Context: an optimization exercise on an open-source flow, tuned for small area and a short achievable clock period. The choices shown serve that exercise and are no tape-out recipe. Function not checked in this run: the RTL went through the layout flow alone. Power figures rest on the tool's default switching activity, not on a simulated workload.

File: flow/design.v
module mac_unit #(
    parameter AW = 16,
    parameter BW = 16,
    parameter ACCW = 40,
    parameter SIGNED = 0
)(
    input  wire clk,
    input  wire rst_n,
    input  wire en,
    input  wire valid_in,
    input  wire [AW-1:0] a,
    input  wire [BW-1:0] b,
    output reg  valid_out,
    output reg  [ACCW-1:0] acc_out
);
  reg [60:0] pr;
  reg valid_reg;
  wire [39:0] nacc = ~acc_out;
  wire p1;
  wire p2;
  wire p3;
  wire p4;
  wire p5;
  wire p6;
  wire p7;
  wire p8;
  wire p9;
  wire p10;
  wire p11;
  wire p12;
  wire p13;
  wire p14;
  wire p15;
  wire p16;
  wire p17;
  wire p18;
  wire p19;
  wire p20;
  wire p21;
  wire p22;
  wire p23;
  wire p24;
  wire p25;
  wire p26;
  wire p27;
  wire p28;
  wire p29;
  wire p30;
  wire p31;
  wire p32;
  wire p33;
  wire p34;
  wire p35;
  wire p36;
  wire p37;
  wire p38;
  wire p39;
  wire p40;
  wire p41;
  wire p42;
  wire p43;
  wire p44;
  wire p45;
  wire p46;
  wire p47;
  wire p48;
  wire p49;
  wire p50;
  wire p51;
  wire p52;
  wire p53;
  wire p54;
  wire p55;
  wire p56;
  wire p57;
  wire p58;
  wire p59;
  wire p60;
  wire p61;
  wire p62;
  wire p63;
  wire p64;
  wire p65;
  wire p66;
  wire p67;
  wire p68;
  wire p69;
  wire p70;
  wire p71;
  wire p72;
  wire p73;
  wire p74;
  wire p75;
  wire p76;
  wire p77;
  wire p78;
  wire p79;
  wire p80;
  wire p81;
  wire p82;
  wire p83;
  wire p84;
  wire p85;
  wire p86;
  wire p87;
  wire p88;
  wire p89;
  wire p90;
  wire p91;
  wire p92;
  wire p93;
  wire p94;
  wire p95;
  wire p96;
  wire p97;
  wire p98;
  wire p99;
  wire p100;
  wire p101;
  wire p102;
  wire p103;
  wire p104;
  wire p105;
  wire p106;
  wire p107;
  wire p108;
  wire p109;
  wire p110;
  wire p111;
  wire p112;
  wire p113;
  wire p114;
  wire p115;
  wire p116;
  wire p117;
  wire p118;
  wire p119;
  wire p120;
  wire p121;
  wire p122;
  wire p123;
  wire p124;
  wire p125;
  wire p126;
  wire p127;
  wire p128;
  wire p129;
  wire p130;
  wire p131;
  wire p132;
  wire p133;
  wire p134;
  wire p135;
  wire p136;
  wire p137;
  wire p138;
  wire p139;
  wire p140;
  wire p141;
  wire p142;
  wire p143;
  wire p144;
  wire p145;
  wire p146;
  wire p147;
  wire p148;
  wire p149;
  wire p150;
  wire p151;
  wire p152;
  wire p153;
  wire p154;
  wire p155;
  wire p156;
  wire p157;
  wire p158;
  wire p159;
  wire p160;
  wire p161;
  wire p162;
  wire p163;
  wire p164;
  wire p165;
  wire p166;
  wire p167;
  wire p168;
  wire p169;
  wire p170;
  wire p171;
  wire p172;
  wire p173;
  wire p174;
  wire p175;
  wire p176;
  wire p177;
  wire p178;
  wire p179;
  wire p180;
  wire p181;
  wire p182;
  wire p183;
  wire p184;
  wire p185;
  wire p186;
  wire p187;
  wire p188;
  wire p189;
  wire p190;
  wire p191;
  wire p192;
  wire p193;
  wire p194;
  wire p195;
  wire p196;
  wire p197;
  wire p198;
  wire p199;
  wire p200;
  wire p201;
  wire p202;
  wire p203;
  wire p204;
  wire p205;
  wire p206;
  wire p207;
  wire p208;
  wire p209;
  wire p210;
  wire p211;
  wire p212;
  wire p213;
  wire p214;
  wire p215;
  wire p216;
  wire p217;
  wire p218;
  wire p219;
  wire p220;
  wire p221;
  wire p222;
  wire p223;
  wire p224;
  wire p225;
  wire p226;
  wire p227;
  wire p228;
  wire p229;
  wire p230;
  wire p231;
  wire p232;
  wire p233;
  wire p234;
  wire p235;
  wire p236;
  wire p237;
  wire p238;
  wire p239;
  wire p240;
  wire p241;
  wire p242;
  wire p243;
  wire p244;
  wire p245;
  wire p246;
  wire p247;
  wire p248;
  wire p249;
  wire p250;
  wire p251;
  wire p252;
  wire p253;
  wire p254;
  wire p255;
  wire p256;
  wire s257;
  wire c258;
  wire s259;
  wire c260;
  wire s261;
  wire c262;
  wire s263;
  wire c264;
  wire s265;
  wire c266;
  wire s267;
  wire c268;
  wire s269;
  wire c270;
  wire s271;
  wire c272;
  wire s273;
  wire c274;
  wire s275;
  wire c276;
  wire s277;
  wire c278;
  wire s279;
  wire c280;
  wire s281;
  wire c282;
  wire s283;
  wire c284;
  wire s285;
  wire c286;
  wire s287;
  wire c288;
  wire s289;
  wire c290;
  wire s291;
  wire c292;
  wire s293;
  wire c294;
  wire s295;
  wire c296;
  wire s297;
  wire c298;
  wire s299;
  wire c300;
  wire s301;
  wire c302;
  wire s303;
  wire c304;
  wire s305;
  wire c306;
  wire s307;
  wire c308;
  wire s309;
  wire c310;
  wire s311;
  wire c312;
  wire s313;
  wire c314;
  wire s315;
  wire c316;
  wire s317;
  wire c318;
  wire s319;
  wire c320;
  wire s321;
  wire c322;
  wire s323;
  wire c324;
  wire s325;
  wire c326;
  wire s327;
  wire c328;
  wire s329;
  wire c330;
  wire s331;
  wire c332;
  wire s333;
  wire c334;
  wire s335;
  wire c336;
  wire s337;
  wire c338;
  wire s339;
  wire c340;
  wire s341;
  wire c342;
  wire s343;
  wire c344;
  wire s345;
  wire c346;
  wire s347;
  wire c348;
  wire s349;
  wire c350;
  wire s351;
  wire c352;
  wire s353;
  wire c354;
  wire s355;
  wire c356;
  wire s357;
  wire c358;
  wire s359;
  wire c360;
  wire s361;
  wire c362;
  wire s363;
  wire c364;
  wire s365;
  wire c366;
  wire s367;
  wire c368;
  wire s369;
  wire c370;
  wire s371;
  wire c372;
  wire s373;
  wire c374;
  wire s375;
  wire c376;
  wire s377;
  wire c378;
  wire s379;
  wire c380;
  wire s381;
  wire c382;
  wire s383;
  wire c384;
  wire s385;
  wire c386;
  wire s387;
  wire c388;
  wire s389;
  wire c390;
  wire s391;
  wire c392;
  wire s393;
  wire c394;
  wire s395;
  wire c396;
  wire s397;
  wire c398;
  wire s399;
  wire c400;
  wire s401;
  wire c402;
  wire s403;
  wire c404;
  wire s405;
  wire c406;
  wire s407;
  wire c408;
  wire s409;
  wire c410;
  wire s411;
  wire c412;
  wire s413;
  wire c414;
  wire s415;
  wire c416;
  wire s417;
  wire c418;
  wire s419;
  wire c420;
  wire s421;
  wire c422;
  wire s423;
  wire c424;
  wire s425;
  wire c426;
  wire s427;
  wire c428;
  wire s429;
  wire c430;
  wire s431;
  wire c432;
  wire s433;
  wire c434;
  wire s435;
  wire c436;
  wire s437;
  wire c438;
  wire s439;
  wire c440;
  wire s441;
  wire c442;
  wire s443;
  wire c444;
  wire s445;
  wire c446;
  wire s447;
  wire c448;
  wire s449;
  wire c450;
  wire s451;
  wire c452;
  wire s453;
  wire c454;
  wire s455;
  wire c456;
  wire s457;
  wire c458;
  wire s459;
  wire c460;
  wire s461;
  wire c462;
  wire s463;
  wire c464;
  wire s465;
  wire c466;
  wire s467;
  wire c468;
  wire s469;
  wire c470;
  wire s471;
  wire c472;
  wire s473;
  wire c474;
  wire s475;
  wire c476;
  wire s477;
  wire c478;
  wire s479;
  wire c480;
  wire s481;
  wire c482;
  wire s483;
  wire c484;
  wire s485;
  wire c486;
  wire s487;
  wire c488;
  wire s489;
  wire c490;
  wire s491;
  wire c492;
  wire s493;
  wire c494;
  wire s495;
  wire c496;
  wire s497;
  wire c498;
  wire s499;
  wire c500;
  wire s501;
  wire c502;
  wire s503;
  wire c504;
  wire s505;
  wire c506;
  wire s507;
  wire c508;
  wire s509;
  wire c510;
  wire s511;
  wire c512;
  wire s513;
  wire c514;
  wire s515;
  wire c516;
  wire s517;
  wire c518;
  wire s519;
  wire c520;
  wire s521;
  wire c522;
  wire s523;
  wire c524;
  wire s525;
  wire c526;
  wire s527;
  wire c528;
  wire s529;
  wire c530;
  wire s531;
  wire c532;
  wire s533;
  wire c534;
  wire s535;
  wire c536;
  wire s537;
  wire c538;
  wire s539;
  wire c540;
  wire s541;
  wire c542;
  wire s543;
  wire c544;
  wire s545;
  wire c546;
  wire s547;
  wire c548;
  wire s549;
  wire c550;
  wire s551;
  wire c552;
  wire s553;
  wire c554;
  wire s555;
  wire c556;
  wire s557;
  wire c558;
  wire s559;
  wire c560;
  wire s561;
  wire c562;
  wire s563;
  wire c564;
  wire s565;
  wire c566;
  wire s567;
  wire c568;
  wire s569;
  wire c570;
  wire s571;
  wire c572;
  wire s573;
  wire c574;
  wire s575;
  wire c576;
  wire s577;
  wire c578;
  wire s579;
  wire c580;
  wire s581;
  wire c582;
  wire s583;
  wire c584;
  wire s585;
  wire c586;
  wire s587;
  wire c588;
  wire s589;
  wire c590;
  wire s591;
  wire c592;
  wire s593;
  wire c594;
  wire s595;
  wire c596;
  wire s597;
  wire c598;
  wire s599;
  wire c600;
  wire s601;
  wire c602;
  wire s603;
  wire c604;
  wire s605;
  wire c606;
  wire s607;
  wire c608;
  wire s609;
  wire c610;
  wire s611;
  wire c612;
  wire s613;
  wire c614;
  wire s615;
  wire c616;
  wire s617;
  wire c618;
  wire s619;
  wire c620;
  wire s621;
  wire c622;
  wire s623;
  wire c624;
  wire s625;
  wire c626;
  wire s627;
  wire c628;
  wire s629;
  wire c630;
  wire s631;
  wire c632;
  wire s633;
  wire c634;
  wire s635;
  wire c636;
  wire s637;
  wire c638;
  wire s639;
  wire c640;
  wire s641;
  wire c642;
  wire s643;
  wire c644;
  wire s645;
  wire c646;
  wire s647;
  wire c648;
  wire s649;
  wire c650;
  wire s651;
  wire c652;
  wire s653;
  wire c654;
  wire s655;
  wire c656;
  wire s657;
  wire c658;
  wire s659;
  wire c660;
  wire s661;
  wire c662;
  wire s663;
  wire c664;
  wire s665;
  wire c666;
  wire s667;
  wire c668;
  wire s669;
  wire c670;
  wire s671;
  wire c672;
  wire s673;
  wire c674;
  wire s675;
  wire c676;
  wire s677;
  wire c678;
  wire s679;
  wire c680;
  wire s681;
  wire c682;
  wire s683;
  wire c684;
  wire s685;
  wire c686;
  wire s687;
  wire c688;
  wire s689;
  wire c690;
  wire s691;
  wire c692;
  wire s693;
  wire c694;
  wire s695;
  wire c696;
  wire s697;
  wire c698;
  wire s699;
  wire c700;
  wire s701;
  wire c702;
  wire s703;
  wire c704;
  wire s705;
  wire c706;
  wire s707;
  wire c708;
  wire s709;
  wire c710;
  wire s711;
  wire c712;
  wire s713;
  wire c714;
  wire s715;
  wire c716;
  wire s717;
  wire c718;
  wire s719;
  wire c720;
  wire s721;
  wire c722;
  wire s723;
  wire c724;
  wire s725;
  wire c726;
  wire s727;
  wire c728;
  wire s729;
  wire c730;
  wire s731;
  wire c732;
  wire s733;
  wire c734;
  wire s735;
  wire c736;
  assign p1 = ~(a[0] & b[0]);
  assign p2 = ~(a[0] & b[1]);
  assign p3 = ~(a[0] & b[2]);
  assign p4 = ~(a[0] & b[3]);
  assign p5 = ~(a[0] & b[4]);
  assign p6 = ~(a[0] & b[5]);
  assign p7 = ~(a[0] & b[6]);
  assign p8 = ~(a[0] & b[7]);
  assign p9 = ~(a[0] & b[8]);
  assign p10 = ~(a[0] & b[9]);
  assign p11 = ~(a[0] & b[10]);
  assign p12 = ~(a[0] & b[11]);
  assign p13 = ~(a[0] & b[12]);
  assign p14 = ~(a[0] & b[13]);
  assign p15 = ~(a[0] & b[14]);
  assign p16 = ~(a[0] & b[15]);
  assign p17 = ~(a[1] & b[0]);
  assign p18 = ~(a[1] & b[1]);
  assign p19 = ~(a[1] & b[2]);
  assign p20 = ~(a[1] & b[3]);
  assign p21 = ~(a[1] & b[4]);
  assign p22 = ~(a[1] & b[5]);
  assign p23 = ~(a[1] & b[6]);
  assign p24 = ~(a[1] & b[7]);
  assign p25 = ~(a[1] & b[8]);
  assign p26 = ~(a[1] & b[9]);
  assign p27 = ~(a[1] & b[10]);
  assign p28 = ~(a[1] & b[11]);
  assign p29 = ~(a[1] & b[12]);
  assign p30 = ~(a[1] & b[13]);
  assign p31 = ~(a[1] & b[14]);
  assign p32 = ~(a[1] & b[15]);
  assign p33 = ~(a[2] & b[0]);
  assign p34 = ~(a[2] & b[1]);
  assign p35 = ~(a[2] & b[2]);
  assign p36 = ~(a[2] & b[3]);
  assign p37 = ~(a[2] & b[4]);
  assign p38 = ~(a[2] & b[5]);
  assign p39 = ~(a[2] & b[6]);
  assign p40 = ~(a[2] & b[7]);
  assign p41 = ~(a[2] & b[8]);
  assign p42 = ~(a[2] & b[9]);
  assign p43 = ~(a[2] & b[10]);
  assign p44 = ~(a[2] & b[11]);
  assign p45 = ~(a[2] & b[12]);
  assign p46 = ~(a[2] & b[13]);
  assign p47 = ~(a[2] & b[14]);
  assign p48 = ~(a[2] & b[15]);
  assign p49 = ~(a[3] & b[0]);
  assign p50 = ~(a[3] & b[1]);
  assign p51 = ~(a[3] & b[2]);
  assign p52 = ~(a[3] & b[3]);
  assign p53 = ~(a[3] & b[4]);
  assign p54 = ~(a[3] & b[5]);
  assign p55 = ~(a[3] & b[6]);
  assign p56 = ~(a[3] & b[7]);
  assign p57 = ~(a[3] & b[8]);
  assign p58 = ~(a[3] & b[9]);
  assign p59 = ~(a[3] & b[10]);
  assign p60 = ~(a[3] & b[11]);
  assign p61 = ~(a[3] & b[12]);
  assign p62 = ~(a[3] & b[13]);
  assign p63 = ~(a[3] & b[14]);
  assign p64 = ~(a[3] & b[15]);
  assign p65 = ~(a[4] & b[0]);
  assign p66 = ~(a[4] & b[1]);
  assign p67 = ~(a[4] & b[2]);
  assign p68 = ~(a[4] & b[3]);
  assign p69 = ~(a[4] & b[4]);
  assign p70 = ~(a[4] & b[5]);
  assign p71 = ~(a[4] & b[6]);
  assign p72 = ~(a[4] & b[7]);
  assign p73 = ~(a[4] & b[8]);
  assign p74 = ~(a[4] & b[9]);
  assign p75 = ~(a[4] & b[10]);
  assign p76 = ~(a[4] & b[11]);
  assign p77 = ~(a[4] & b[12]);
  assign p78 = ~(a[4] & b[13]);
  assign p79 = ~(a[4] & b[14]);
  assign p80 = ~(a[4] & b[15]);
  assign p81 = ~(a[5] & b[0]);
  assign p82 = ~(a[5] & b[1]);
  assign p83 = ~(a[5] & b[2]);
  assign p84 = ~(a[5] & b[3]);
  assign p85 = ~(a[5] & b[4]);
  assign p86 = ~(a[5] & b[5]);
  assign p87 = ~(a[5] & b[6]);
  assign p88 = ~(a[5] & b[7]);
  assign p89 = ~(a[5] & b[8]);
  assign p90 = ~(a[5] & b[9]);
  assign p91 = ~(a[5] & b[10]);
  assign p92 = ~(a[5] & b[11]);
  assign p93 = ~(a[5] & b[12]);
  assign p94 = ~(a[5] & b[13]);
  assign p95 = ~(a[5] & b[14]);
  assign p96 = ~(a[5] & b[15]);
  assign p97 = ~(a[6] & b[0]);
  assign p98 = ~(a[6] & b[1]);
  assign p99 = ~(a[6] & b[2]);
  assign p100 = ~(a[6] & b[3]);
  assign p101 = ~(a[6] & b[4]);
  assign p102 = ~(a[6] & b[5]);
  assign p103 = ~(a[6] & b[6]);
  assign p104 = ~(a[6] & b[7]);
  assign p105 = ~(a[6] & b[8]);
  assign p106 = ~(a[6] & b[9]);
  assign p107 = ~(a[6] & b[10]);
  assign p108 = ~(a[6] & b[11]);
  assign p109 = ~(a[6] & b[12]);
  assign p110 = ~(a[6] & b[13]);
  assign p111 = ~(a[6] & b[14]);
  assign p112 = ~(a[6] & b[15]);
  assign p113 = ~(a[7] & b[0]);
  assign p114 = ~(a[7] & b[1]);
  assign p115 = ~(a[7] & b[2]);
  assign p116 = ~(a[7] & b[3]);
  assign p117 = ~(a[7] & b[4]);
  assign p118 = ~(a[7] & b[5]);
  assign p119 = ~(a[7] & b[6]);
  assign p120 = ~(a[7] & b[7]);
  assign p121 = ~(a[7] & b[8]);
  assign p122 = ~(a[7] & b[9]);
  assign p123 = ~(a[7] & b[10]);
  assign p124 = ~(a[7] & b[11]);
  assign p125 = ~(a[7] & b[12]);
  assign p126 = ~(a[7] & b[13]);
  assign p127 = ~(a[7] & b[14]);
  assign p128 = ~(a[7] & b[15]);
  assign p129 = ~(a[8] & b[0]);
  assign p130 = ~(a[8] & b[1]);
  assign p131 = ~(a[8] & b[2]);
  assign p132 = ~(a[8] & b[3]);
  assign p133 = ~(a[8] & b[4]);
  assign p134 = ~(a[8] & b[5]);
  assign p135 = ~(a[8] & b[6]);
  assign p136 = ~(a[8] & b[7]);
  assign p137 = ~(a[8] & b[8]);
  assign p138 = ~(a[8] & b[9]);
  assign p139 = ~(a[8] & b[10]);
  assign p140 = ~(a[8] & b[11]);
  assign p141 = ~(a[8] & b[12]);
  assign p142 = ~(a[8] & b[13]);
  assign p143 = ~(a[8] & b[14]);
  assign p144 = ~(a[8] & b[15]);
  assign p145 = ~(a[9] & b[0]);
  assign p146 = ~(a[9] & b[1]);
  assign p147 = ~(a[9] & b[2]);
  assign p148 = ~(a[9] & b[3]);
  assign p149 = ~(a[9] & b[4]);
  assign p150 = ~(a[9] & b[5]);
  assign p151 = ~(a[9] & b[6]);
  assign p152 = ~(a[9] & b[7]);
  assign p153 = ~(a[9] & b[8]);
  assign p154 = ~(a[9] & b[9]);
  assign p155 = ~(a[9] & b[10]);
  assign p156 = ~(a[9] & b[11]);
  assign p157 = ~(a[9] & b[12]);
  assign p158 = ~(a[9] & b[13]);
  assign p159 = ~(a[9] & b[14]);
  assign p160 = ~(a[9] & b[15]);
  assign p161 = ~(a[10] & b[0]);
  assign p162 = ~(a[10] & b[1]);
  assign p163 = ~(a[10] & b[2]);
  assign p164 = ~(a[10] & b[3]);
  assign p165 = ~(a[10] & b[4]);
  assign p166 = ~(a[10] & b[5]);
  assign p167 = ~(a[10] & b[6]);
  assign p168 = ~(a[10] & b[7]);
  assign p169 = ~(a[10] & b[8]);
  assign p170 = ~(a[10] & b[9]);
  assign p171 = ~(a[10] & b[10]);
  assign p172 = ~(a[10] & b[11]);
  assign p173 = ~(a[10] & b[12]);
  assign p174 = ~(a[10] & b[13]);
  assign p175 = ~(a[10] & b[14]);
  assign p176 = ~(a[10] & b[15]);
  assign p177 = ~(a[11] & b[0]);
  assign p178 = ~(a[11] & b[1]);
  assign p179 = ~(a[11] & b[2]);
  assign p180 = ~(a[11] & b[3]);
  assign p181 = ~(a[11] & b[4]);
  assign p182 = ~(a[11] & b[5]);
  assign p183 = ~(a[11] & b[6]);
  assign p184 = ~(a[11] & b[7]);
  assign p185 = ~(a[11] & b[8]);
  assign p186 = ~(a[11] & b[9]);
  assign p187 = ~(a[11] & b[10]);
  assign p188 = ~(a[11] & b[11]);
  assign p189 = ~(a[11] & b[12]);
  assign p190 = ~(a[11] & b[13]);
  assign p191 = ~(a[11] & b[14]);
  assign p192 = ~(a[11] & b[15]);
  assign p193 = ~(a[12] & b[0]);
  assign p194 = ~(a[12] & b[1]);
  assign p195 = ~(a[12] & b[2]);
  assign p196 = ~(a[12] & b[3]);
  assign p197 = ~(a[12] & b[4]);
  assign p198 = ~(a[12] & b[5]);
  assign p199 = ~(a[12] & b[6]);
  assign p200 = ~(a[12] & b[7]);
  assign p201 = ~(a[12] & b[8]);
  assign p202 = ~(a[12] & b[9]);
  assign p203 = ~(a[12] & b[10]);
  assign p204 = ~(a[12] & b[11]);
  assign p205 = ~(a[12] & b[12]);
  assign p206 = ~(a[12] & b[13]);
  assign p207 = ~(a[12] & b[14]);
  assign p208 = ~(a[12] & b[15]);
  assign p209 = ~(a[13] & b[0]);
  assign p210 = ~(a[13] & b[1]);
  assign p211 = ~(a[13] & b[2]);
  assign p212 = ~(a[13] & b[3]);
  assign p213 = ~(a[13] & b[4]);
  assign p214 = ~(a[13] & b[5]);
  assign p215 = ~(a[13] & b[6]);
  assign p216 = ~(a[13] & b[7]);
  assign p217 = ~(a[13] & b[8]);
  assign p218 = ~(a[13] & b[9]);
  assign p219 = ~(a[13] & b[10]);
  assign p220 = ~(a[13] & b[11]);
  assign p221 = ~(a[13] & b[12]);
  assign p222 = ~(a[13] & b[13]);
  assign p223 = ~(a[13] & b[14]);
  assign p224 = ~(a[13] & b[15]);
  assign p225 = ~(a[14] & b[0]);
  assign p226 = ~(a[14] & b[1]);
  assign p227 = ~(a[14] & b[2]);
  assign p228 = ~(a[14] & b[3]);
  assign p229 = ~(a[14] & b[4]);
  assign p230 = ~(a[14] & b[5]);
  assign p231 = ~(a[14] & b[6]);
  assign p232 = ~(a[14] & b[7]);
  assign p233 = ~(a[14] & b[8]);
  assign p234 = ~(a[14] & b[9]);
  assign p235 = ~(a[14] & b[10]);
  assign p236 = ~(a[14] & b[11]);
  assign p237 = ~(a[14] & b[12]);
  assign p238 = ~(a[14] & b[13]);
  assign p239 = ~(a[14] & b[14]);
  assign p240 = ~(a[14] & b[15]);
  assign p241 = ~(a[15] & b[0]);
  assign p242 = ~(a[15] & b[1]);
  assign p243 = ~(a[15] & b[2]);
  assign p244 = ~(a[15] & b[3]);
  assign p245 = ~(a[15] & b[4]);
  assign p246 = ~(a[15] & b[5]);
  assign p247 = ~(a[15] & b[6]);
  assign p248 = ~(a[15] & b[7]);
  assign p249 = ~(a[15] & b[8]);
  assign p250 = ~(a[15] & b[9]);
  assign p251 = ~(a[15] & b[10]);
  assign p252 = ~(a[15] & b[11]);
  assign p253 = ~(a[15] & b[12]);
  assign p254 = ~(a[15] & b[13]);
  assign p255 = ~(a[15] & b[14]);
  assign p256 = ~(a[15] & b[15]);
  mac_fa ha1 (.a(p104), .b(p119), .ci(1'b1), .s(s257), .co(c258));
  mac_fa fa1 (.a(p105), .b(p120), .ci(p135), .s(s259), .co(c260));
  mac_fa ha2 (.a(p15), .b(p150), .ci(1'b1), .s(s261), .co(c262));
  mac_fa fa2 (.a(p106), .b(p121), .ci(p136), .s(s263), .co(c264));
  mac_fa fa3 (.a(p151), .b(p16), .ci(p166), .s(s265), .co(c266));
  mac_fa ha3 (.a(p181), .b(p196), .ci(1'b1), .s(s267), .co(c268));
  mac_fa fa4 (.a(p107), .b(p122), .ci(p137), .s(s269), .co(c270));
  mac_fa fa5 (.a(p152), .b(p167), .ci(p182), .s(s271), .co(c272));
  mac_fa ha4 (.a(p197), .b(p212), .ci(1'b1), .s(s273), .co(c274));
  mac_fa fa6 (.a(p108), .b(p123), .ci(p138), .s(s275), .co(c276));
  mac_fa fa7 (.a(p153), .b(p168), .ci(p183), .s(s277), .co(c278));
  mac_fx fx1 (.a(p109), .b(p124), .ci(p139), .s(s279), .co(c280));
  mac_fa ha5 (.a(p10), .b(p100), .ci(1'b1), .s(s281), .co(c282));
  mac_fa fa8 (.a(p101), .b(p11), .ci(p116), .s(s283), .co(c284));
  mac_fa ha6 (.a(p131), .b(p146), .ci(1'b1), .s(s285), .co(c286));
  mac_fa fa9 (.a(p102), .b(p117), .ci(p12), .s(s287), .co(c288));
  mac_fa fa10 (.a(p132), .b(p147), .ci(p162), .s(s289), .co(c290));
  mac_fa ha7 (.a(p177), .b(p27), .ci(1'b1), .s(s291), .co(c292));
  mac_fa fa11 (.a(p103), .b(p118), .ci(p13), .s(s293), .co(c294));
  mac_fa fa12 (.a(p133), .b(p148), .ci(p163), .s(s295), .co(c296));
  mac_fa fa13 (.a(p178), .b(p193), .ci(p28), .s(s297), .co(c298));
  mac_fa ha8 (.a(p43), .b(p58), .ci(1'b1), .s(s299), .co(c300));
  mac_fa fa14 (.a(p134), .b(p14), .ci(p149), .s(s301), .co(c302));
  mac_fa fa15 (.a(p164), .b(p179), .ci(p194), .s(s303), .co(c304));
  mac_fa fa16 (.a(p209), .b(p29), .ci(p44), .s(s305), .co(c306));
  mac_fa fa17 (.a(p59), .b(p74), .ci(p89), .s(s307), .co(c308));
  mac_fx fx2 (.a(p165), .b(p180), .ci(p195), .s(s309), .co(c310));
  mac_fx fx3 (.a(p210), .b(p225), .ci(p30), .s(s311), .co(c312));
  mac_fa fa18 (.a(p45), .b(p60), .ci(p75), .s(s313), .co(c314));
  mac_fx fx4 (.a(p90), .b(s259), .ci(c258), .s(s315), .co(c316));
  mac_fa fa19 (.a(p211), .b(p226), .ci(p241), .s(s317), .co(c318));
  mac_fa fa20 (.a(p31), .b(p46), .ci(p61), .s(s319), .co(c320));
  mac_fx fx5 (.a(p76), .b(p91), .ci(s263), .s(s321), .co(c322));
  mac_fa fa21 (.a(s265), .b(c260), .ci(c262), .s(s323), .co(c324));
  mac_fa fa22 (.a(p227), .b(p242), .ci(p32), .s(s325), .co(c326));
  mac_fa fa23 (.a(p47), .b(p62), .ci(p77), .s(s327), .co(c328));
  mac_fx fx6 (.a(p92), .b(s269), .ci(s271), .s(s329), .co(c330));
  mac_fa fa24 (.a(c264), .b(c266), .ci(c268), .s(s331), .co(c332));
  mac_fa fa25 (.a(p198), .b(p213), .ci(p228), .s(s333), .co(c334));
  mac_fa fa26 (.a(p243), .b(p48), .ci(p63), .s(s335), .co(c336));
  mac_fx fx7 (.a(p78), .b(p93), .ci(s275), .s(s337), .co(c338));
  mac_fx fx8 (.a(s277), .b(c270), .ci(c272), .s(s339), .co(c340));
  mac_fa fa27 (.a(p154), .b(p169), .ci(p184), .s(s341), .co(c342));
  mac_fa fa28 (.a(p199), .b(p214), .ci(p229), .s(s343), .co(c344));
  mac_fa fa29 (.a(p244), .b(p64), .ci(p79), .s(s345), .co(c346));
  mac_fx fx9 (.a(p94), .b(s279), .ci(c276), .s(s347), .co(c348));
  mac_fa fa30 (.a(p110), .b(p125), .ci(p140), .s(s349), .co(c350));
  mac_fa fa31 (.a(p155), .b(p170), .ci(p185), .s(s351), .co(c352));
  mac_fa fa32 (.a(p200), .b(p215), .ci(p230), .s(s353), .co(c354));
  mac_fa fa33 (.a(p245), .b(p80), .ci(p95), .s(s355), .co(c356));
  mac_fa fa34 (.a(p111), .b(p126), .ci(p141), .s(s357), .co(c358));
  mac_fa fa35 (.a(p156), .b(p171), .ci(p186), .s(s359), .co(c360));
  mac_fa fa36 (.a(p201), .b(p216), .ci(p231), .s(s361), .co(c362));
  mac_fa fa37 (.a(p112), .b(p127), .ci(p142), .s(s363), .co(c364));
  mac_fa fa38 (.a(p157), .b(p172), .ci(p187), .s(s365), .co(c366));
  mac_fa fa39 (.a(p128), .b(p143), .ci(p158), .s(s367), .co(c368));
  mac_fa ha9 (.a(p22), .b(p37), .ci(1'b1), .s(s369), .co(c370));
  mac_fa fa40 (.a(p113), .b(p23), .ci(p38), .s(s371), .co(c372));
  mac_fa ha10 (.a(p53), .b(p68), .ci(1'b1), .s(s373), .co(c374));
  mac_fa fa41 (.a(p114), .b(p129), .ci(p24), .s(s375), .co(c376));
  mac_fa fa42 (.a(p39), .b(p54), .ci(p69), .s(s377), .co(c378));
  mac_fa ha11 (.a(p84), .b(p9), .ci(1'b1), .s(s379), .co(c380));
  mac_fa fa43 (.a(p115), .b(p130), .ci(p145), .s(s381), .co(c382));
  mac_fa fa44 (.a(p25), .b(p40), .ci(p55), .s(s383), .co(c384));
  mac_fa fa45 (.a(p70), .b(p85), .ci(s281), .s(s385), .co(c386));
  mac_fa fa46 (.a(p161), .b(p26), .ci(p41), .s(s387), .co(c388));
  mac_fa fa47 (.a(p56), .b(p71), .ci(p86), .s(s389), .co(c390));
  mac_fa fa48 (.a(s283), .b(c282), .ci(s285), .s(s391), .co(c392));
  mac_fa fa49 (.a(p42), .b(p57), .ci(p72), .s(s393), .co(c394));
  mac_fa fa50 (.a(p87), .b(s287), .ci(s289), .s(s395), .co(c396));
  mac_fa fa51 (.a(c284), .b(c286), .ci(s291), .s(s397), .co(c398));
  mac_fx fx10 (.a(p73), .b(p88), .ci(s293), .s(s399), .co(c400));
  mac_fa fa52 (.a(s295), .b(s297), .ci(c288), .s(s401), .co(c402));
  mac_fa fa53 (.a(c290), .b(c292), .ci(s299), .s(s403), .co(c404));
  mac_fx fx11 (.a(s301), .b(s303), .ci(s305), .s(s405), .co(c406));
  mac_fa fa54 (.a(s307), .b(c294), .ci(c296), .s(s407), .co(c408));
  mac_fa fa55 (.a(c298), .b(c300), .ci(s257), .s(s409), .co(c410));
  mac_fx fx12 (.a(s309), .b(s311), .ci(s313), .s(s411), .co(c412));
  mac_fa fa56 (.a(c302), .b(c304), .ci(c306), .s(s413), .co(c414));
  mac_fx fx13 (.a(c308), .b(s261), .ci(s315), .s(s415), .co(c416));
  mac_fx fx14 (.a(s317), .b(s319), .ci(c310), .s(s417), .co(c418));
  mac_fx fx15 (.a(c312), .b(c314), .ci(s321), .s(s419), .co(c420));
  mac_fx fx16 (.a(s267), .b(c316), .ci(s323), .s(s421), .co(c422));
  mac_fx fx17 (.a(s325), .b(s327), .ci(c318), .s(s423), .co(c424));
  mac_fa fa57 (.a(c320), .b(s273), .ci(c322), .s(s425), .co(c426));
  mac_fx fx18 (.a(s329), .b(s331), .ci(c324), .s(s427), .co(c428));
  mac_fx fx19 (.a(s333), .b(s335), .ci(c326), .s(s429), .co(c430));
  mac_fx fx20 (.a(c328), .b(c274), .ci(s337), .s(s431), .co(c432));
  mac_fx fx21 (.a(c330), .b(s339), .ci(c332), .s(s433), .co(c434));
  mac_fx fx22 (.a(s341), .b(s343), .ci(s345), .s(s435), .co(c436));
  mac_fa fa58 (.a(c278), .b(c334), .ci(c336), .s(s437), .co(c438));
  mac_fx fx23 (.a(c338), .b(s347), .ci(c340), .s(s439), .co(c440));
  mac_fx fx24 (.a(s349), .b(s351), .ci(s353), .s(s441), .co(c442));
  mac_fa fa59 (.a(s355), .b(c280), .ci(c342), .s(s443), .co(c444));
  mac_fx fx25 (.a(c344), .b(c346), .ci(c348), .s(s445), .co(c446));
  mac_fx fx26 (.a(p246), .b(p96), .ci(s357), .s(s447), .co(c448));
  mac_fx fx27 (.a(s359), .b(s361), .ci(c350), .s(s449), .co(c450));
  mac_fa fa60 (.a(c352), .b(c354), .ci(c356), .s(s451), .co(c452));
  mac_fa fa61 (.a(p202), .b(p217), .ci(p232), .s(s453), .co(c454));
  mac_fa fa62 (.a(p247), .b(s363), .ci(s365), .s(s455), .co(c456));
  mac_fa fa63 (.a(c358), .b(c360), .ci(c362), .s(s457), .co(c458));
  mac_fa fa64 (.a(p173), .b(p188), .ci(p203), .s(s459), .co(c460));
  mac_fa fa65 (.a(p218), .b(p233), .ci(p248), .s(s461), .co(c462));
  mac_fa fa66 (.a(s367), .b(c364), .ci(c366), .s(s463), .co(c464));
  mac_fa fa67 (.a(p144), .b(p159), .ci(p174), .s(s465), .co(c466));
  mac_fa fa68 (.a(p189), .b(p204), .ci(p219), .s(s467), .co(c468));
  mac_fa fa69 (.a(p234), .b(p249), .ci(c368), .s(s469), .co(c470));
  mac_fa fa70 (.a(p160), .b(p175), .ci(p190), .s(s471), .co(c472));
  mac_fa fa71 (.a(p205), .b(p220), .ci(p235), .s(s473), .co(c474));
  mac_fa fa72 (.a(p176), .b(p191), .ci(p206), .s(s475), .co(c476));
  mac_fa ha12 (.a(p20), .b(p35), .ci(1'b1), .s(s477), .co(c478));
  mac_fa fa73 (.a(p21), .b(p36), .ci(p51), .s(s479), .co(c480));
  mac_fa ha13 (.a(p6), .b(p66), .ci(1'b1), .s(s481), .co(c482));
  mac_fa fa74 (.a(p52), .b(p67), .ci(p7), .s(s483), .co(c484));
  mac_fa fa75 (.a(p82), .b(p97), .ci(s369), .s(s485), .co(c486));
  mac_fa fa76 (.a(p8), .b(p83), .ci(p98), .s(s487), .co(c488));
  mac_fa fa77 (.a(s371), .b(c370), .ci(s373), .s(s489), .co(c490));
  mac_fa fa78 (.a(p99), .b(s375), .ci(s377), .s(s491), .co(c492));
  mac_fa fa79 (.a(c372), .b(c374), .ci(s379), .s(s493), .co(c494));
  mac_fa fa80 (.a(s381), .b(s383), .ci(c376), .s(s495), .co(c496));
  mac_fa fa81 (.a(c378), .b(c380), .ci(s385), .s(s497), .co(c498));
  mac_fa fa82 (.a(s387), .b(s389), .ci(c382), .s(s499), .co(c500));
  mac_fa fa83 (.a(c384), .b(c386), .ci(s391), .s(s501), .co(c502));
  mac_fa fa84 (.a(s393), .b(c388), .ci(c390), .s(s503), .co(c504));
  mac_fa fa85 (.a(s395), .b(s397), .ci(c392), .s(s505), .co(c506));
  mac_fx fx28 (.a(c394), .b(s399), .ci(s401), .s(s507), .co(c508));
  mac_fa fa86 (.a(c396), .b(s403), .ci(c398), .s(s509), .co(c510));
  mac_fx fx29 (.a(c400), .b(s405), .ci(c402), .s(s511), .co(c512));
  mac_fx fx30 (.a(s407), .b(s409), .ci(c404), .s(s513), .co(c514));
  mac_fx fx31 (.a(s411), .b(c406), .ci(s413), .s(s515), .co(c516));
  mac_fa fa87 (.a(c408), .b(c410), .ci(s415), .s(s517), .co(c518));
  mac_fx fx32 (.a(s417), .b(c412), .ci(s419), .s(s519), .co(c520));
  mac_fx fx33 (.a(c414), .b(c416), .ci(s421), .s(s521), .co(c522));
  mac_fx fx34 (.a(s423), .b(c418), .ci(c420), .s(s523), .co(c524));
  mac_fx fx35 (.a(s425), .b(s427), .ci(c422), .s(s525), .co(c526));
  mac_fa fa88 (.a(s429), .b(c424), .ci(s431), .s(s527), .co(c528));
  mac_fx fx36 (.a(c426), .b(s433), .ci(c428), .s(s529), .co(c530));
  mac_fx fx37 (.a(s435), .b(c430), .ci(s437), .s(s531), .co(c532));
  mac_fx fx38 (.a(c432), .b(s439), .ci(c434), .s(s533), .co(c534));
  mac_fx fx39 (.a(s441), .b(c436), .ci(s443), .s(s535), .co(c536));
  mac_fx fx40 (.a(c438), .b(s445), .ci(c440), .s(s537), .co(c538));
  mac_fx fx41 (.a(s447), .b(s449), .ci(c442), .s(s539), .co(c540));
  mac_fa fa89 (.a(s451), .b(c444), .ci(c446), .s(s541), .co(c542));
  mac_fx fx42 (.a(s453), .b(c448), .ci(s455), .s(s543), .co(c544));
  mac_fa fa90 (.a(c450), .b(s457), .ci(c452), .s(s545), .co(c546));
  mac_fa fa91 (.a(s459), .b(s461), .ci(c454), .s(s547), .co(c548));
  mac_fx fx43 (.a(c456), .b(s463), .ci(c458), .s(s549), .co(c550));
  mac_fa fa92 (.a(s465), .b(s467), .ci(c460), .s(s551), .co(c552));
  mac_fa fa93 (.a(c462), .b(s469), .ci(c464), .s(s553), .co(c554));
  mac_fa fa94 (.a(p250), .b(s471), .ci(s473), .s(s555), .co(c556));
  mac_fa fa95 (.a(c466), .b(c468), .ci(c470), .s(s557), .co(c558));
  mac_fa fa96 (.a(p221), .b(p236), .ci(p251), .s(s559), .co(c560));
  mac_fa fa97 (.a(s475), .b(c472), .ci(c474), .s(s561), .co(c562));
  mac_fa fa98 (.a(p192), .b(p207), .ci(p222), .s(s563), .co(c564));
  mac_fa fa99 (.a(p237), .b(p252), .ci(c476), .s(s565), .co(c566));
  mac_fa fa100 (.a(p208), .b(p223), .ci(p238), .s(s567), .co(c568));
  mac_fa ha14 (.a(p19), .b(p34), .ci(1'b1), .s(s569), .co(c570));
  mac_fa fa101 (.a(p5), .b(p50), .ci(p65), .s(s571), .co(c572));
  mac_fa fa102 (.a(p81), .b(s479), .ci(c478), .s(s573), .co(c574));
  mac_fa fa103 (.a(s483), .b(c480), .ci(c482), .s(s575), .co(c576));
  mac_fa fa104 (.a(s487), .b(c484), .ci(c486), .s(s577), .co(c578));
  mac_fa fa105 (.a(c488), .b(s491), .ci(s493), .s(s579), .co(c580));
  mac_fa fa106 (.a(s495), .b(c492), .ci(c494), .s(s581), .co(c582));
  mac_fx fx44 (.a(s499), .b(c496), .ci(c498), .s(s583), .co(c584));
  mac_fx fx45 (.a(c500), .b(s503), .ci(c502), .s(s585), .co(c586));
  mac_fx fx46 (.a(c504), .b(s507), .ci(s509), .s(s587), .co(c588));
  mac_fx fx47 (.a(c508), .b(s511), .ci(s513), .s(s589), .co(c590));
  mac_fx fx48 (.a(s515), .b(c512), .ci(s517), .s(s591), .co(c592));
  mac_fx fx49 (.a(s519), .b(c516), .ci(c518), .s(s593), .co(c594));
  mac_fx fx50 (.a(s523), .b(c520), .ci(c522), .s(s595), .co(c596));
  mac_fx fx51 (.a(s527), .b(c524), .ci(s529), .s(s597), .co(c598));
  mac_fx fx52 (.a(s531), .b(c528), .ci(s533), .s(s599), .co(c600));
  mac_fx fx53 (.a(s535), .b(c532), .ci(s537), .s(s601), .co(c602));
  mac_fx fx54 (.a(s539), .b(c536), .ci(s541), .s(s603), .co(c604));
  mac_fx fx55 (.a(s543), .b(c540), .ci(s545), .s(s605), .co(c606));
  mac_fx fx56 (.a(s547), .b(c544), .ci(s549), .s(s607), .co(c608));
  mac_fx fx57 (.a(s551), .b(c548), .ci(s553), .s(s609), .co(c610));
  mac_fx fx58 (.a(s555), .b(c552), .ci(s557), .s(s611), .co(c612));
  mac_fa fa107 (.a(s559), .b(c556), .ci(s561), .s(s613), .co(c614));
  mac_fa fa108 (.a(s563), .b(c560), .ci(s565), .s(s615), .co(c616));
  mac_fa fa109 (.a(p253), .b(s567), .ci(c564), .s(s617), .co(c618));
  mac_fa fa110 (.a(p224), .b(p239), .ci(p254), .s(s619), .co(c620));
  mac_fa ha15 (.a(p18), .b(p3), .ci(1'b1), .s(s621), .co(c622));
  mac_fa fa111 (.a(p4), .b(p49), .ci(s569), .s(s623), .co(c624));
  mac_fa fa112 (.a(s571), .b(c570), .ci(s477), .s(s625), .co(c626));
  mac_fa fa113 (.a(c572), .b(s481), .ci(s573), .s(s627), .co(c628));
  mac_fa fa114 (.a(s485), .b(c574), .ci(s575), .s(s629), .co(c630));
  mac_fa fa115 (.a(s489), .b(c576), .ci(s577), .s(s631), .co(c632));
  mac_fa fa116 (.a(c490), .b(c578), .ci(s579), .s(s633), .co(c634));
  mac_fa fa117 (.a(s497), .b(s581), .ci(c580), .s(s635), .co(c636));
  mac_fa fa118 (.a(s501), .b(s583), .ci(c582), .s(s637), .co(c638));
  mac_fx fx59 (.a(s505), .b(c584), .ci(s585), .s(s639), .co(c640));
  mac_fx fx60 (.a(c506), .b(s587), .ci(c586), .s(s641), .co(c642));
  mac_fx fx61 (.a(c510), .b(c588), .ci(s589), .s(s643), .co(c644));
  mac_fx fx62 (.a(c514), .b(c590), .ci(s591), .s(s645), .co(c646));
  mac_fx fx63 (.a(s521), .b(s593), .ci(c592), .s(s647), .co(c648));
  mac_fx fx64 (.a(s525), .b(s595), .ci(c594), .s(s649), .co(c650));
  mac_fx fx65 (.a(c526), .b(c596), .ci(s597), .s(s651), .co(c652));
  mac_fx fx66 (.a(c530), .b(s599), .ci(c598), .s(s653), .co(c654));
  mac_fx fx67 (.a(c534), .b(s601), .ci(c600), .s(s655), .co(c656));
  mac_fx fx68 (.a(c538), .b(s603), .ci(c602), .s(s657), .co(c658));
  mac_fx fx69 (.a(c542), .b(s605), .ci(c604), .s(s659), .co(c660));
  mac_fx fx70 (.a(c546), .b(s607), .ci(c606), .s(s661), .co(c662));
  mac_fa fa119 (.a(s609), .b(c550), .ci(c608), .s(s663), .co(c664));
  mac_fa fa120 (.a(c554), .b(s611), .ci(c610), .s(s665), .co(c666));
  mac_fa fa121 (.a(c558), .b(s613), .ci(c612), .s(s667), .co(c668));
  mac_fa fa122 (.a(s615), .b(c562), .ci(c614), .s(s669), .co(c670));
  mac_fa fa123 (.a(c566), .b(s617), .ci(c616), .s(s671), .co(c672));
  mac_fa fa124 (.a(s619), .b(c568), .ci(c618), .s(s673), .co(c674));
  mac_fa fa125 (.a(p240), .b(p255), .ci(c620), .s(s675), .co(c676));
  mac_fa ha16 (.a(pr[1]), .b(pr[2]), .ci(1'b1), .s(s677), .co(c678));
  mac_fa fa126 (.a(pr[3]), .b(pr[4]), .ci(nacc[2]), .s(s679), .co(c680));
  mac_fa fa127 (.a(pr[5]), .b(pr[6]), .ci(nacc[3]), .s(s681), .co(c682));
  mac_fa fa128 (.a(pr[7]), .b(pr[8]), .ci(nacc[4]), .s(s683), .co(c684));
  mac_fa fa129 (.a(pr[10]), .b(pr[9]), .ci(nacc[5]), .s(s685), .co(c686));
  mac_fa fa130 (.a(pr[11]), .b(pr[12]), .ci(nacc[6]), .s(s687), .co(c688));
  mac_fa fa131 (.a(pr[13]), .b(pr[14]), .ci(nacc[7]), .s(s689), .co(c690));
  mac_fa fa132 (.a(pr[15]), .b(pr[16]), .ci(nacc[8]), .s(s691), .co(c692));
  mac_fa fa133 (.a(pr[17]), .b(pr[18]), .ci(nacc[9]), .s(s693), .co(c694));
  mac_fa fa134 (.a(pr[19]), .b(pr[20]), .ci(nacc[10]), .s(s695), .co(c696));
  mac_fa fa135 (.a(pr[21]), .b(pr[22]), .ci(nacc[11]), .s(s697), .co(c698));
  mac_fa fa136 (.a(pr[23]), .b(pr[24]), .ci(nacc[12]), .s(s699), .co(c700));
  mac_fa fa137 (.a(pr[25]), .b(pr[26]), .ci(nacc[13]), .s(s701), .co(c702));
  mac_fa fa138 (.a(pr[27]), .b(pr[28]), .ci(nacc[14]), .s(s703), .co(c704));
  mac_fa fa139 (.a(pr[29]), .b(pr[30]), .ci(nacc[15]), .s(s705), .co(c706));
  mac_fa fa140 (.a(pr[31]), .b(pr[32]), .ci(nacc[16]), .s(s707), .co(c708));
  mac_fa fa141 (.a(pr[33]), .b(pr[34]), .ci(nacc[17]), .s(s709), .co(c710));
  mac_fa fa142 (.a(pr[35]), .b(pr[36]), .ci(nacc[18]), .s(s711), .co(c712));
  mac_fa fa143 (.a(pr[37]), .b(pr[38]), .ci(nacc[19]), .s(s713), .co(c714));
  mac_fa fa144 (.a(pr[39]), .b(pr[40]), .ci(nacc[20]), .s(s715), .co(c716));
  mac_fa fa145 (.a(pr[41]), .b(pr[42]), .ci(nacc[21]), .s(s717), .co(c718));
  mac_fa fa146 (.a(pr[43]), .b(pr[44]), .ci(nacc[22]), .s(s719), .co(c720));
  mac_fa fa147 (.a(pr[45]), .b(pr[46]), .ci(nacc[23]), .s(s721), .co(c722));
  mac_fa fa148 (.a(pr[47]), .b(pr[48]), .ci(nacc[24]), .s(s723), .co(c724));
  mac_fa fa149 (.a(pr[49]), .b(pr[50]), .ci(nacc[25]), .s(s725), .co(c726));
  mac_fa fa150 (.a(pr[51]), .b(pr[52]), .ci(nacc[26]), .s(s727), .co(c728));
  mac_fa fa151 (.a(pr[53]), .b(pr[54]), .ci(nacc[27]), .s(s729), .co(c730));
  mac_fa fa152 (.a(pr[55]), .b(pr[56]), .ci(nacc[28]), .s(s731), .co(c732));
  mac_fa fa153 (.a(pr[57]), .b(pr[58]), .ci(nacc[29]), .s(s733), .co(c734));
  mac_fa fa154 (.a(pr[59]), .b(pr[60]), .ci(nacc[30]), .s(s735), .co(c736));
  wire [39:0] ra = {nacc[39], nacc[38], nacc[37], nacc[36], nacc[35], nacc[34], nacc[33], nacc[32], nacc[31], s735, s733, s731, s729, s727, s725, s723, s721, s719, s717, s715, s713, s711, s709, s707, s705, s703, s701, s699, s697, s695, s693, s691, s689, s687, s685, s683, s681, s679, nacc[1], pr[0]};
  wire [39:0] rb = {1'b1, 1'b1, 1'b1, 1'b1, 1'b1, 1'b1, 1'b1, 1'b1, c736, c734, c732, c730, c728, c726, c724, c722, c720, c718, c716, c714, c712, c710, c708, c706, c704, c702, c700, c698, c696, c694, c692, c690, c688, c686, c684, c682, c680, c678, s677, nacc[0]};
  wire [39:0] sum = ~(ra + rb + 40'd1);
  always @(posedge clk) begin
    pr <= {c676, p256, c674, s675, c672, s673, c670, s671, c668, s669, c666, s667, c664, s665, c662, s663, c660, s661, c658, s659, c656, s657, c654, s655, c652, s653, c650, s651, c648, s649, c646, s647, s645, c644, c642, s643, s641, c640, s639, c638, c636, s637, s635, c634, s633, c632, s631, c630, s629, c628, s627, c626, s625, c624, s623, c622, s621, p33, p2, p17, p1};
    valid_reg <= valid_in & rst_n;
  end
  always @(posedge clk) begin
    if (!rst_n) begin
      acc_out <= 40'd0;
      valid_out <= 1'b0;
    end else begin
      valid_out <= valid_reg;
      if (en && valid_reg)
        acc_out <= sum;
    end
  end
endmodule
module mac_fa (input wire a, input wire b, input wire ci,
               output wire s, output wire co);
  assign s = a ^ b ^ ci;
  assign co = (a & b) | (a & ci) | (b & ci);
endmodule
module mac_fx (input wire a, input wire b, input wire ci,
               output wire s, output wire co);
  wire t;
  mac_xor x0 (.a(a), .b(b), .y(t));
  mac_xor x1 (.a(t), .b(ci), .y(s));
  mac_mux m0 (.s(t), .d0(a), .d1(ci), .y(co));
endmodule
module mac_xor (input wire a, input wire b, output wire y);
  assign y = a ^ b;
endmodule
module mac_mux (input wire s, input wire d0, input wire d1, output wire y);
  assign y = s ? d1 : d0;
endmodule
File: flow/run.sh
#!/bin/bash
# synth_recipe.tcl (not shown) runs the flow's synth.tcl, then flattens the netlist and writes it again
# the make line also repeats each setting of config.mk as NAME=value (left out here)
make -C /OpenROAD-flow-scripts/flow DESIGN_CONFIG=/design/flow/config.mk WORK_HOME=/design/flow/orfs CLKGATE_MAP_FILE= SYNTH_SCRIPT=/design/flow/synth_recipe.tcl finish
File: flow/config.mk
export PLATFORM = sky130hd
export DESIGN_NAME = mac_unit
export DESIGN_NICKNAME = mac_unit
export VERILOG_FILES = /design/flow/design.v
export SDC_FILE = /design/flow/constraint.sdc
export NUM_CORES = 4
export LEC_CHECK = 0
export CAP_MARGIN = 20
export CORE_MARGIN = 2
export CORE_UTILIZATION = 65
export SETUP_SLACK_MARGIN = 3.4
export SLEW_MARGIN = 20
export SYNTH_HIERARCHICAL = 1
export SYNTH_MINIMUM_KEEP_SIZE = 0
File: flow/constraint.sdc
create_clock -name core_clock -period 7.0 [get_ports {clk}]
set_input_delay 1.4000 -clock core_clock [delete_from_list [all_inputs] [get_ports {clk}]]
set_output_delay 1.4000 -clock core_clock [all_outputs]
set_load 0.01 [all_outputs]
==> results.txt <==
[per-module statistics from Yosys, one instance, submodules excluded, a selection]
module / cells / times used
mac_unit: 841 / 1
mac_xor: 1 / 140
mac_fa: 1 / 170
mac_mux: 1 / 70
[logic make-up after synthesis]
kind of cell / after synthesis / share of synthesized area (%)
simple gates: 387 / 13.6
fa+ha+maj: 203 / 32.9
xor+xnor: 168 / 12.7
compound gates: 153 / 9.09
buf+inv: 131 / 4.46
flops: 103 / 17.7
mux: 75 / 9.48
other cells: 1 / 0.0323
[cells in the mapped netlist (all sizes together) (2+ instances only)]
master,n
nand2,306
fa,171
xor2,149
dfxtp,103
clkbuf,75
mux2,71
a21oi,49
inv,45
nor2,39
ha,32
o21ai,28
a211oi,20
xnor2,19
a21o,14
buf,10
nand4,9
nand2b,7
nand3,6
o211ai,6
a311oi,5
a31oi,4
mux2i,4
a31o,3
and2,3
and3,3
nor2b,3
o2111ai,3
o21a,3
o21bai,3
o41ai,3
or3,3
a2111oi,2
a21boi,2
nand3b,2
o221ai,2
o22ai,2
[path summary, 6_finish.rpt]
check | from | end | slack, ps | depth (start not counted)
setup / recovery | b[6] | pr[26] | 2620 | 11
hold / removal | valid_reg | valid_out | 480 | 1
setup reg to reg | acc_out[24] | acc_out[34] | 3550 | 11
hold reg to reg | valid_reg | valid_out | 480 | 1
[stage by stage]
step	utilization, %	cells	total power [mW]
CTS	82.8	1547	6.97
floorplan	-	1236	5.09
global route	88.2	1582	8.33
detailed placement	74.2	1460	5.96
finish	88.2	1582	7.95
global placement	74.2	1460	5.84
[repair_timing]
action	4_1_cts	5_1_grt
gates resized for setup	342	109
buffers inserted	72	35
gates cloned	0	0
hold buffers	0	0
setup endpoints to repair	68	39
pin swaps	97	77
[power groups by stage]
stage	registers (mW)	clock network, mW	logic, mW
2_1_floorplan	0.906	0	4.18
3_3_place_gp	0.923	0	4.92
3_5_place_dp	0.929	0	5.03
4_1_cts	0.916	0.481	5.58
5_1_grt	0.934	0.501	6.90
6_report	0.918	0.485	6.54
[per-layer routing]
metal | up-vias | global-route usage (%) | wire, um
met2 | 911 | 60.1 | 19800
li1 | 4127 | - | -
met5 | - | 0 | 31
met3 | 358 | 7.80 | 4680
met4 | 4 | 13.0 | 3390
met1 | 5004 | 44.8 | 14300
[layout make-up]
class | instances | area, um2 | area share, %
tap | 225 | 282 | 1.83
timing repair buffer | 191 | 2100 | 13.6
clock inverter | 6 | 53.8 | 0.350
clock buffer | 9 | 225 | 1.47
inverter | 46 | 174 | 1.13
multi-input combinational | 1002 | 10500 | 68.2
sequential | 103 | 2060 | 13.4
==> results.txt <==
outcome=finished clean; setup ws final=2620 ps; P per Cell Area=517 nW/um2; Critical Path RT=7250 ps; area post-placement=12,900 um2; cts bufs inserted=9; VDD IR max=0.377 mV; most common cell after layout, fill and taps aside=nand2_1; diodes inserted=0; most frequent cells in the layout=nand2_1 (247), fa_1 (133), dfxtp_1 (103); Switching Share=49.3%; measured slew at the worst slew-check pin=1130 ps; fin crit period=4380 ps; post-synthesis sequential area ratio=17.7%; Sw Pwr=3.92 mW; Hold WS=479 ps; vias per inst=6.58; CP cell instances=buf_16, buf_4, nand2_1, fa_1, xor2_1, xor2_1, xor2_1, xor2_1, xor2_1, xor2_1, mux2_4; Die ar.=19,000 um2; Largest delay share family, worst path=XOR/XNOR gates; Final Slew Violations=0; max-cap violation count=0; via count=10,404; yosys warns=7; Clock Tree Buf Depth=2; insertion delay to the later sink of the worst-skew pair=360 ps; Total Routing Usage GR=35.5%; Comb pwr share=82.3%; Remaining Overflow, GRT=0; Chip Height=138 um; Hold Vio Cnt, Final=0; Clk pin slew, worst setup/hold paths=80 ps; core area=17,400 um2; Flop pwr share=11.6%; Synth async-reset ratio=0%; Starting Density=66.7%; CTS tree=done; Sink Count=103; Remaining DRCs=0; Site Rows=48; RSZ-0062 raised after global routing=yes; Hold Path Class=reg -> reg; Finished Cell Area=15,400 um2; dpl ws=1440 ps; ANT nets after route=0; initial DRC count=1,224; leading area contributor after synthesis=fa_1; Crit path top cell by count=xor2_1; clk_skew=12.6 ps; synth unique cells=65; crit-path max FO=9; Max stage delay on crit path=640 ps; port buffer count=76; pin count of the biggest net entering global routing=62; H-tree levels=3; Slew HR=24.6%; router iterations before antenna repair=6; FMAX=228 MHz; final net count=1,592; Synth Register Bits=103; buffer and inverter count on the worst path=2; Routability Congestion=0.935; clk root buf=clkbuf_16; synth-to-layout area growth=32.2%; Largest Register=pr; Avg Inst Size Synth=9.52 um2; share of layout cells above drive strength 1=32.2%; P_int=4.03 mW; first-pass GRT wire length=50,400 um; WL per Instance=26.7 um; CP max stage cell=fa_1; ys flop type=dfxtp_1; Yosys top cell area share=29.5%; kind of critical path=in -> reg; Total Wirelength=42,200 um; Leak=5.95 nW; CP endpoint kind=register; post-synthesis cell area=11,600 um2; number of global-route vias before repair=9,657; Chip Width=138 um; EDFF count, synth=0; I/O Pins=77; final setup violating endpoints=0; crit start category=input pin; DP HPWL=22,000 um; Arrival @ worst endpoint=4640 ps; Area contributors post-synth=fa_1 (29%), dfxtp_1 (18%), xor2_1 (11%); setup TNS=0 ps; max FFs per register=61; Layout fillers=725; Largest regs=pr (61), acc_out (40); clock group share of total power=6.1%; period utilisation layout=62.6%; initial antenna violation count=2; Cells after Synth=1,221

==> what the ideal ports hide <==
In the flow no input, the clock included, has a driving cell. The finished layout below was timed again as built, in two steps.
Step 1 (the two cells are an assumption about what drives the block):
set clk [get_ports {clk}]
set_driving_cell -lib_cell sky130_fd_sc_hd__clkbuf_16 $clk
set_driving_cell -lib_cell sky130_fd_sc_hd__buf_2 [delete_from_list [all_inputs] $clk]
Step 2, shift: input delay + t, output delay - t, t = (earliest + latest rising clock arrival at the registers) / 2. This alone moves slack from input paths to output paths.
a / b / c = ideal ports / drivers / drivers and shift; a / b = the first two.
t, ns: 0.398
setup slack, ns: 2.617 / 2.567 / 2.169
hold WS [ns]: 0.479 / 0.479 / 0.479
clock arrival spread, ns: 0.012 / 0.013
worst slew at a driven data input, ns: 0.11
After both steps this run still meets setup and hold. For this run, drivers alone change the setup slack by -0.050 ns; drivers and shift together by -0.448 ns.
